This is an optimization exercise on Yosys and OpenROAD, whose aim is small area, not a production implementation. At most, simulation tests tie the RTL to the original design; equivalence was not proved. No activity file was given, so power comes from the tool's default toggle rates.

maple:
Design mini16sc_cpu, start of the top module:
module mini16sc_cpu
  #(
    parameter WIDTH_I = 16,
    parameter WIDTH_D = 16,
    parameter DEPTH_I = 10,
    parameter DEPTH_D = 10,
    parameter DEPTH_REG = 5
    )
  (
   input                    clk,
   input                    reset,
   input                    soft_reset,
   output reg [DEPTH_I-1:0] mem_i_r_addr,
   input [WIDTH_I-1:0]      mem_i_r_data,
   output reg [DEPTH_D-1:0] mem_d_r_addr,
   input [WIDTH_D-1:0]      mem_d_r_data,
   output reg [DEPTH_D-1:0] mem_d_w_addr,
   output reg [WIDTH_D-1:0] mem_d_w_data,
   output reg               mem_d_we
   );
==> module mini16sc_cpu, before the edit <==
module mini16sc_cpu
  #(
    parameter WIDTH_I = 16,
    parameter WIDTH_D = 16,
    parameter DEPTH_I = 10,
    parameter DEPTH_D = 10,
    parameter DEPTH_REG = 5
    )
  (
   input                    clk,
   input                    reset,
   input                    soft_reset,
   output reg [DEPTH_I-1:0] mem_i_r_addr,
   input [WIDTH_I-1:0]      mem_i_r_data,
   output reg [DEPTH_D-1:0] mem_d_r_addr,
   input [WIDTH_D-1:0]      mem_d_r_data,
   output reg [DEPTH_D-1:0] mem_d_w_addr,
   output reg [WIDTH_D-1:0] mem_d_w_data,
   output reg               mem_d_we
   );
  localparam I_ST   = 5'h01;
  localparam I_MVC  = 5'h02;
  localparam I_BA   = 5'h03;
  localparam I_BC   = 5'h04;
  localparam I_MUL  = 5'h05;
  localparam I_SR   = 5'h06;
  localparam I_SL   = 5'h07;
  localparam I_SRA  = 5'h08;
  localparam I_ADD  = 5'h10;
  localparam I_SUB  = 5'h11;
  localparam I_AND  = 5'h12;
  localparam I_OR   = 5'h13;
  localparam I_XOR  = 5'h14;
  localparam I_MV   = 5'h15;
  localparam I_MVIL = 5'h16;
  localparam I_MVS  = 5'h17;
  localparam I_BL   = 5'h18;
  localparam I_LD   = 5'h19;
  localparam I_CNZ  = 5'h1a;
  localparam I_CNM  = 5'h1b;
  reg [15:0]  inst;
  wire [4:0]  ol_d = inst[15:11];
  wire [4:0]  ol_a = inst[10:6];
  wire        is_im = inst[5];
  wire [4:0]  op = inst[4:0];
  reg [15:0]  regfile [0:31];
  wire [511:0] rf_all;
  genvar      gr;
  generate
    for (gr = 0; gr < 32; gr = gr + 1) begin : g_rf
      assign rf_all[16*gr+15:16*gr] = regfile[gr];
    end
  endgenerate
  wire [15:0] rd, ra;
  mini16sc_rf_read u_rd (.sel(ol_d), .rf(rf_all), .q(rd));
  mini16sc_rf_read u_ra (.sel(ol_a), .rf(rf_all), .q(ra));
  wire [15:0] b = is_im ? {{11{ol_a[4]}}, ol_a} : ra;
  wire        ra_nz = |ra;
  wire        u_go = (op == I_MUL) | (op == I_SR) | (op == I_SL) | (op == I_SRA);
  wire [1:0]  u_sel = {(op == I_SRA) | (op == I_MUL), (op == I_SR) | (op == I_MUL)};
  reg         s1_v, s2_v;
  reg [1:0]   s1_k, s2_k;
  reg [15:0]  s1_d, s1_b, s2_d;
  reg [15:0]  m3, m4, m5;
  reg [15:0]  sp0, sp1, sp2, sp3;
  wire        sh_big = |s1_b[15:4];
  wire        sh_left = (s1_k == 2'd0);
  wire        sh_fill = (s1_k == 2'd2) & s1_d[15];
  wire [15:0] sh_in;
  wire [15:0] sh_out;
  wire [15:0] sh_res;
  genvar g;
  generate
    for (g = 0; g < 16; g = g + 1) begin : g_rev
      assign sh_in[g] = sh_left ? s1_d[15-g] : s1_d[g];
      assign sh_res[g] = sh_left ? sh_out[15-g] : sh_out[g];
    end
  endgenerate
  wire [31:0] sh_ext = {{16{sh_fill}}, sh_in} >> s1_b[3:0];
  assign sh_out = sh_big ? {16{sh_fill}} : sh_ext[15:0];
  wire [15:0] mul_res = s1_d * s1_b;
  always @(posedge clk) begin
    s1_v <= u_go;
    s1_k <= u_sel;
    s1_d <= rd;
    s1_b <= b;
    s2_v <= s1_v;
    s2_k <= s1_k;
    s2_d <= (s1_k == 2'd3) ? mul_res : sh_res;
    if (s2_v && s2_k == 2'd0) sp0 <= s2_d;
    if (s2_v && s2_k == 2'd1) sp1 <= s2_d;
    if (s2_v && s2_k == 2'd2) sp2 <= s2_d;
    if (s2_v && s2_k == 2'd3) m3 <= s2_d;
    m4 <= m3;
    m5 <= m4;
    sp3 <= m5;
  end
  reg [15:0] sp_r;
  always @* begin
    case (b[1:0])
      2'd0: sp_r = sp0;
      2'd1: sp_r = sp1;
      2'd2: sp_r = sp2;
      default: sp_r = sp3;
    endcase
  end
  wire [10:0] pc_inc = {1'b0, mem_i_r_addr} + 11'd1;
  reg [15:0] wdata;
  always @* begin
    case (op)
      I_ADD:  wdata = rd + b;
      I_SUB:  wdata = rd - b;
      I_AND:  wdata = rd & b;
      I_OR:   wdata = rd | b;
      I_XOR:  wdata = rd ^ b;
      I_MV:   wdata = b;
      I_MVC:  wdata = rd;
      I_MVS:  wdata = sp_r;
      I_BL:   wdata = {5'd0, pc_inc};
      I_LD:   wdata = mem_d_r_data;
      I_MVIL: wdata = {5'd0, inst[15:5]};
      I_CNZ:  wdata = {16{ra_nz}};
      I_CNM:  wdata = {16{~ra[15]}};
      default: wdata = 16'd0;
    endcase
  end
  wire       we = op[4] | ((op == I_MVC) & ra_nz);
  wire [4:0] waddr = (op == I_MVC) ? 5'd0 : (op == I_MVIL) ? 5'd1 : ol_d;
  wire do_jump = (op == I_BA) | (op == I_BL) | ((op == I_BC) & (|rd));
  always @(posedge clk) begin
    if (we)
      regfile[waddr] <= wdata;
    if (reset | soft_reset)
      mem_i_r_addr <= 10'd0;
    else if (do_jump)
      mem_i_r_addr <= ra[9:0];
    else
      mem_i_r_addr <= pc_inc[9:0];
    if (reset)
      inst <= 16'd0;
    else
      inst <= mem_i_r_data;
    if (op == I_LD)
      mem_d_r_addr <= ra[9:0];
    mem_d_w_addr <= rd[9:0];
    mem_d_w_data <= b;
    mem_d_we <= (op == I_ST);
  end
endmodule
==> module mini16sc_rf_read, before the edit <==
module mini16sc_rf_read(input [4:0] sel, input [511:0] rf, output [15:0] q);
  wire [32:0] dec;
  genvar i, j;
  generate
    for (i = 0; i < 32; i = i + 1) begin : g_dec
      assign dec[i] = (sel == i);
    end
    assign dec[32] = 1'b0;
    for (j = 0; j < 16; j = j + 1) begin : g_bit
      wire [32:0] col;
      wire [10:0] y;
      for (i = 0; i < 32; i = i + 1) begin : g_col
        assign col[i] = rf[16*i+j];
      end
      assign col[32] = 1'b0;
      for (i = 0; i < 11; i = i + 1) begin : g_aoi
        mini16sc_aoi222 u (.a(col[3*i+2:3*i]), .s(dec[3*i+2:3*i]), .y(y[i]));
      end
      assign q[j] = ~&y;
    end
  endgenerate
endmodule
make LEC_CHECK=0 CAP_MARGIN=20 CORE_MARGIN=2 CORE_UTILIZATION=40 SLEW_MARGIN=20 SYNTH_HIERARCHICAL=1 finish   # period 7.0 ns
run.sh (not shown) runs the stock make flow with config.mk's settings and CLKGATE_MAP_FILE= SYNTH_SCRIPT=/design/flow/synth_recipe.tcl, a recipe that flattens the netlist after the stock synthesis.
Here is what was changed in the inputs of cedar compared with maple.
--- a/flow/design.v
+++ b/flow/design.v
@@ -102,17 +102,20 @@
       2'd1: sp_r = sp1;
       2'd2: sp_r = sp2;
       default: sp_r = sp3;
     endcase
   end
   wire [10:0] pc_inc = {1'b0, mem_i_r_addr} + 11'd1;
+  wire        is_sub = op[0];
+  wire [16:0] addsub_x = {rd, 1'b1} + {b ^ {16{is_sub}}, is_sub};
+  wire [15:0] addsub = addsub_x[16:1];
   reg [15:0] wdata;
   always @* begin
     case (op)
-      I_ADD:  wdata = rd + b;
-      I_SUB:  wdata = rd - b;
+      I_ADD,
+      I_SUB:  wdata = addsub;
       I_AND:  wdata = rd & b;
       I_OR:   wdata = rd | b;
       I_XOR:  wdata = rd ^ b;
       I_MV:   wdata = b;
       I_MVC:  wdata = rd;
       I_MVS:  wdata = sp_r;
@@ -133,16 +136,17 @@
     if (reset | soft_reset)
       mem_i_r_addr <= 10'd0;
     else if (do_jump)
       mem_i_r_addr <= ra[9:0];
     else
       mem_i_r_addr <= pc_inc[9:0];
+    inst[15:5] <= mem_i_r_data[15:5];
     if (reset)
-      inst <= 16'd0;
+      inst[4:0] <= 5'd0;
     else
-      inst <= mem_i_r_data;
+      inst[4:0] <= mem_i_r_data[4:0];
     if (op == I_LD)
       mem_d_r_addr <= ra[9:0];
     mem_d_w_addr <= rd[9:0];
     mem_d_w_data <= b;
     mem_d_we <= (op == I_ST);
   end
@@ -154,20 +158,20 @@
   wire [32:0] dec;
   genvar i, j;
   generate
     for (i = 0; i < 32; i = i + 1) begin : g_dec
       assign dec[i] = (sel == i);
     end
-    assign dec[32] = 1'b0;
+    assign dec[32] = dec[31];
     for (j = 0; j < 16; j = j + 1) begin : g_bit
       wire [32:0] col;
       wire [10:0] y;
       for (i = 0; i < 32; i = i + 1) begin : g_col
         assign col[i] = rf[16*i+j];
       end
-      assign col[32] = 1'b0;
+      assign col[32] = col[31];
       for (i = 0; i < 11; i = i + 1) begin : g_aoi
         mini16sc_aoi222 u (.a(col[3*i+2:3*i]), .s(dec[3*i+2:3*i]), .y(y[i]));
       end
       assign q[j] = ~&y;
     end
   endgenerate
Comparing maple against cedar, there is no change at all in number of cells on the worst hold path.
When the final numbers for cedar and maple were put side by side, the setup slack turned out to be greater in cedar.
Re multi-input gate count: cedar is 135 down on maple.
From cedar to maple, number of I/O port buffers did not move at all.
| pre-CTS setup slack | cedar vs maple | 200 ps higher |
The number of non-clock buffers number comes out lower for cedar vs maple.
Per the comparison of cedar with maple, proportion of cell area spent on the clock network shows no meaningful change, sequential cell fraction of total power shows an increase of 6.5 points.
cedar — filler cell count 90 lower, maple as reference
maple and cedar ended up with roughly the same fraction of cell area in non-clock buffers.
Measured against each other, cedar and maple differ in post-synthesis instance total, the lower figure coming from cedar.
The RTL of maple was laid out without a check of its function.

==> afterwards: timing with drivers on the ports <==
Ports are ideal in the flow. The routed layouts listed here were re-timed in OpenROAD.
Step 1 (the two cells are an assumption about what drives the block):
set clk [get_ports {clk}]
set_driving_cell -lib_cell sky130_fd_sc_hd__clkbuf_16 $clk
set_driving_cell -lib_cell sky130_fd_sc_hd__buf_2 [delete_from_list [all_inputs] $clk]
Step 2 times the ports against the registers' clock, not the clock port: input delays grow and output delays shrink by t, the midpoint of the rising clock arrivals with the driver on.
Three values: ideal ports, drivers, drivers and shift; two values: the first two.
run | shift t [ns] | setup slack, ns | worst setup path after step 2 | worst register clock-pin slew, ns | pins driven straight from the clock port
maple | 0.690 | 0.351 / 0.351 / 0.351 | register to register | 0.07 / 0.07 | 1
cedar | 0.695 | 0.509 / 0.509 / 0.509 | register to register | 0.07 / 0.07 | 1
After both steps every run listed still meets setup and hold.
